Context: an optimization exercise on an open-source flow, tuned for small area, a short achievable clock period and few clock cycles per item. The choices shown serve that exercise and are no tape-out recipe.
Function was not checked in any run shown here: the RTL went through the layout flow alone.

## flow/design.v (module list and top-level ports; edited modules follow where they fit)
// module fir_1: 2081 lines
// module fir_fa: 4 lines
// module fir_ha: 4 lines
module fir_1(
    input clk,
    input reset_p,
    input [15:0]x,
    input act,
    output reg [15:0]y,
    output ready
    );
  // ...
==> flow/run.sh <==
#!/bin/bash
# synth_recipe.tcl (not shown) runs the flow's synth.tcl, then flattens the netlist and writes it again
# the make line also repeats each setting of config.mk as NAME=value (left out here)
make -C /OpenROAD-flow-scripts/flow DESIGN_CONFIG=/design/flow/config.mk WORK_HOME=/design/flow/orfs CLKGATE_MAP_FILE= SYNTH_SCRIPT=/design/flow/synth_recipe.tcl finish
==> flow/config.mk <==
export PLATFORM = sky130hd
export DESIGN_NAME = fir_1
export DESIGN_NICKNAME = fir_1
export VERILOG_FILES = /design/flow/design.v
export SDC_FILE = /design/flow/constraint.sdc
export NUM_CORES = 4
export LEC_CHECK = 0
export CAP_MARGIN = 20
export CORE_MARGIN = 2
export CORE_UTILIZATION = 40
export SETUP_SLACK_MARGIN = 5
export SLEW_MARGIN = 20
export SYNTH_HIERARCHICAL = 1
export SYNTH_MINIMUM_KEEP_SIZE = 0
==> flow/constraint.sdc <==
create_clock -name core_clock -period 10.0 [get_ports {clk}]
set_input_delay 2.0000 -clock core_clock [delete_from_list [all_inputs] [get_ports {clk}]]
set_output_delay 2.0000 -clock core_clock [all_outputs]
set_load 0.01 [all_outputs]
==> impl_metrics.py, run 1 <==
metrics = {
    "synth": {
        "ys_seq_area_frac": 0.3078,
        "muxShareOfSynthArea": 0.1118,
        "ys_types": 70,
        "yosysMostFrequentCell": "fa_1",
        "netlist_top_cells_area": "fa_1 (39%), dfrtp_1 (26%), mux2_2 (11%)",
        "ys_ff_latch": 305,
        "synth_adder_area_share": 0.4375,
    },
    "setup_path": {
        "reg2reg_to": "y[7]",
        "required_ps": 10450,
        "startpoint_type": "input pin",
        "critPathCapture": "y[7]",
        "cp_slowest_cell": "fa_1",
        "path_depth": 15,
    },
    "final_layout": {
        "final_cell_mix": "fa_1 (481), dfrtp_1 (262), mux2_2 (246), inv_1 (229), ha_1 (86)",
        "area.sequential_sq_um": 7686,
        "largest_reg_flops": 31,
        "seq_cell_count": 305,
        "buffers": 58,
    },
    "placed_design": {
        "io_buffers": 34,
        "place_inst": 2669,
    },
    "timing": {
        "final_max_slew_viol_count": 0,
        "holdWs_ps": 477.1,
    },
    "clock_network": {
        "htreeDepth": 2,
    },
    "detailed_routing": {
        "first_pass_iters": 5,
        "vias": 14220,
    },
    "die": {
        "die_w_um": 253.8,
    },
    "worst_hold_path": {
        "min_path_type": "reg -> reg",
    },
    "status": {
        "status": "no timing/DRC/antenna violations",
    },
    "global_routing": {
        "use_met3": 0.02550,
    },
}
==> inputs of run 2 (changes only) <==
--- a/flow/config.mk
+++ b/flow/config.mk
@@ -5,6 +5,7 @@
 export SDC_FILE = /design/flow/constraint.sdc
 export NUM_CORES = 4
 export LEC_CHECK = 0
+export ABC_AREA = 1
 export CAP_MARGIN = 20
 export CORE_MARGIN = 2
 export CORE_UTILIZATION = 40
==> impl_metrics.py, run 2 <==
metrics = {
    "status": {
        "status": "no timing/DRC/antenna violations",
    },
    "setup_path": {
        "cp_slowest_cell": "clkdlybuf4s50_1",
        "crit_top_cell": "nand2_1",
        "path_delay_family": "adder cells",
        "reg2reg_to": "rs[20]",
        "reg2reg_from": "h3[9]",
        "r2r_slack_ps": 5320,
        "rr_worst_depth": 11,
        "cpPeakStageDelay_ps": 490,
        "required_ps": 10490,
        "path_buf_inv": 5,
        "crit_path_cell_trace": "clkdlybuf4s50_1 > buf_8 > fa_1 > fa_1 > fa_1 > inv_1 > ha_1 > inv_2 > nor2_2 > nand2_1 > inv_1 > o21ai_0 > nand3_1 > nand2_1 > nand2_1 > nand2_1 > nand3_1 > nand2_1",
        "crit_path_end_kind": "flip-flop",
        "cp.arrival_ps": 5340,
        "crit_type": "in -> reg",
        "startpoint_type": "input pin",
        "crit_fanout": 9,
    },
    "global_routing": {
        "first_global_vias": 19570,
        "antenna_found_initial": 0,
        "grt_overflow": 0,
        "grtUsageTotal": 0.2197,
        "grt_pass1_wl_um": 112700,
        "grt_max_degree": 156,
    },
    "die": {
        "placementRows": 93,
        "die_w_um": 260.2,
        "die_area_sq_um": 67710,
        "coreArea_sq_um": 64700,
        "chipHeight_um": 260.2,
        "ioPinCount": 36,
        "initial_utilization": 0.4058,
    },
    "placed_design": {
        "gp_congestion": 0.9087,
        "dp_hpwl_um": 56020,
        "io_buffers": 34,
        "post_dp_cell_area_sq_um": 27530,
    },
    "timing": {
        "max_freq_mhz": 206.0,
        "relSlewSlack": 0.3051,
        "period_needed_ps": 4854,
        "period_share": 0.4854,
        "setup_viol": 0,
        "fin_skew_ps": 11.29,
        "holdWs_ps": 473.5,
        "rsz0062_at_grt": "no",
        "final_max_slew_viol_count": 0,
        "worst_pin_slew_ps": 1042,
        "hold_viol_final": 0,
        "tns_ps": 0,
    },
    "detailed_routing": {
        "viasPerCell": 4.942,
        "wl_per_cell_um": 19.50,
        "drtIter0Drc": 1091,
        "wl_um": 70410,
        "first_pass_iters": 5,
        "post-route-drc-count": 0,
        "vias": 17850,
        "ant_nets": 0,
    },
    "final_layout": {
        "nNetsFinal": 3325,
        "final_common_cell": "nand2_1",
        "largest_reg_flops": 31,
        "drive_gt1_frac": 0.06676,
        "fin_util": 0.4490,
        "fillers": 6198,
        "multi_input_area_sq_um": 16810,
        "antenna_cells": 0,
        "fin_area_sq_um": 29050,
        "area.sequential_sq_um": 7685,
        "biggestRegsByFlops": "rs x31, qs x23, rc x21",
        "final_cell_mix": "nand2_1 (811), fa_1 (489), inv_1 (395), dfrtp_1 (263), o21ai_0 (185)",
        "syn_to_final_growth_pct": 10.64,
        "top_register": "rs",
    },
    "synth": {
        "netlist_top_cells_area": "fa_1 (37%), dfrtp_1 (25%), nand2_1 (12%)",
        "synth_top_area_share": 0.3736,
        "ys_types": 35,
        "synthArstFlopShare": 1.000,
        "ys_seq_area_frac": 0.2927,
        "synthCells": 2699,
        "synth_commonest_cells": "nand2_1 (816), fa_1 (490), inv_1 (398)",
        "yosysMostFrequentCell": "nand2_1",
        "syn_nets": 3297,
        "synth_top_flop_cell": "dfrtp_1",
        "ys_ff_latch": 305,
        "syn_area_sq_um": 26260,
        "ys_warn_count": 7,
        "yosysTopAreaCell": "fa_1",
        "synth_enable_flop_cells": 0,
        "avgSynthCellArea_sq_um": 9.728,
    },
    "clock_network": {
        "cts_hold_buf": 0,
        "htreeDepth": 2,
        "cts_made_buffers": 39,
        "cts_tree": "done",
        "clk_root_buffer_cell": "clkbuf_16",
        "cts_buffer_depth": 3,
        "insertion_delay_ps": 550,
        "clkSlewWorstSetupHoldPaths_ps": 60,
        "cts_sinks": 305,
    },
    "worst_hold_path": {
        "hp-start": "qc[14]",
        "hold-path-endpoint": "qc[14]",
        "min_path_type": "reg -> reg",
        "hold_depth": 2,
    },
    "job": {
        "drv_cap": 0,
    },
}
run 2: changes by cell type in the layout (fill, tap and decap cells not counted), sizes merged, moves of 11 or more:
cell / previous run / this run
nor2: 40 / 90
xnor2: 29 / 7
a21o: 24 / 6
a21oi: 41 / 67
a211oi: 11 / 0
buf: 35 / 22
nand3: 10 / 90
inv: 235 / 406
mux2: 248 / 0
nand2: 68 / 824
o21ai: 59 / 191
run 2: worst max path at each step:
stage                 start  endpoint  slack (ps)  cells past startpoint
floorplan           reset_p     h0[0]        3980                      1
global placement      x[15]      y[8]        4130                     18
detailed placement    x[15]     y[14]        4130                     19
CTS                   x[11]     y[11]        5000                     20
global route           x[5]     y[10]        5000                     18
finish                 x[5]     y[11]        5150                     18
run 2: final cells by class:
cell class / count / area share
clock inverters: 19 / 0.008399
flip-flops and latches: 305 / 0.2645
inverters: 405 / 0.05272
repair buffers: 55 / 0.01942
clock buffers: 51 / 0.03937
multi-input cells: 1921 / 0.5787
well taps: 855 / 0.03682
run 2: timing repair:
action,in CTS,in global routing
resized for setup,4,31
setup endpoints to repair,14,16
pin swaps,0,5
setup buffers,0,3
run 2: kinds of logic after synthesis:
| family | Yosys count | share of synthesized area |
|---|---|---|
| compound gates | 282 | 0.05599 |
| xor+xnor | 16 | 0.005337 |
| fa+ha+maj | 579 | 0.4160 |
| buf+inv | 473 | 0.07000 |
| flops | 305 | 0.2927 |
| other cells | 1 | 0.0001428 |
| simple gates | 1043 | 0.1598 |
run 2: worst reg2reg max path: stages (launching register included):
cell,delay (ps)
dfrtp_1,850
fa_1,570
fa_1,510
inv_1,60
fa_1,470
fa_1,540
inv_1,70
fa_1,460
fa_1,420
fa_1,490
nand2_1,70
nand2_1,110
run 2: metrics by stage:
stage | setup slack, ps | instances
CTS | 4995 | 3608
global placement | 4132 | 3538
floorplan | 3977 | 2699
global route | 4997 | 3611
detailed placement | 4134 | 3538
finish | 5146 | 3611
run 2: layer usage:
layer | vias to the layer above | global-route usage | share of wire
li1 | 8293 | - | -
met1 | 8980 | 0.2919 | 0.44
met2 | 432 | 0.3639 | 0.47
met3 | 142 | 0.03519 | 0.052
met4 | 0 | 0.08254 | 0.040
met5 | - | 0 | 0
run 2: Yosys stat by module (local to each module, per instance):
module	flip-flops and latches	times used
fir_1	305	1
fir_fa	0	487
fir_ha	0	20

==> port drivers added, routing unchanged <==
How much do the figures lean on ideal ports? The routed layouts below were timed once more, with nothing changed but the port constraints. Step 1, drivers: a clkbuf_16 drives clk and a buf_2 each remaining input, both assumed. Step 2 adds t to the input delays and takes it off the output delays; t is the mean of the earliest and latest rising clock arrival at the registers after step 1. Input paths then give back, and output paths get back, about the clock's delay inside the block. Three values: ideal, step 1, step 2; two values: the first two.
| run | shift t [ns] | setup slack, ns | hold WS [ns] | worst setup path after step 2 | slew at the worst register clock pin (ns) |
|---|---|---|---|---|---|
| run 1 | 0.625 | 4.771 / 4.786 / 4.185 | 0.477 / 0.477 / 0.477 | input to register | 0.06 / 0.06 |
| run 2 | 0.607 | 5.146 / 5.177 / 4.570 | 0.474 / 0.474 / 0.474 | input to register | 0.06 / 0.06 |
After both steps setup and hold are still met in every run listed. The setup slack of run 1, which loses most, moves by +0.015 ns with the drivers and by -0.586 ns with both steps.
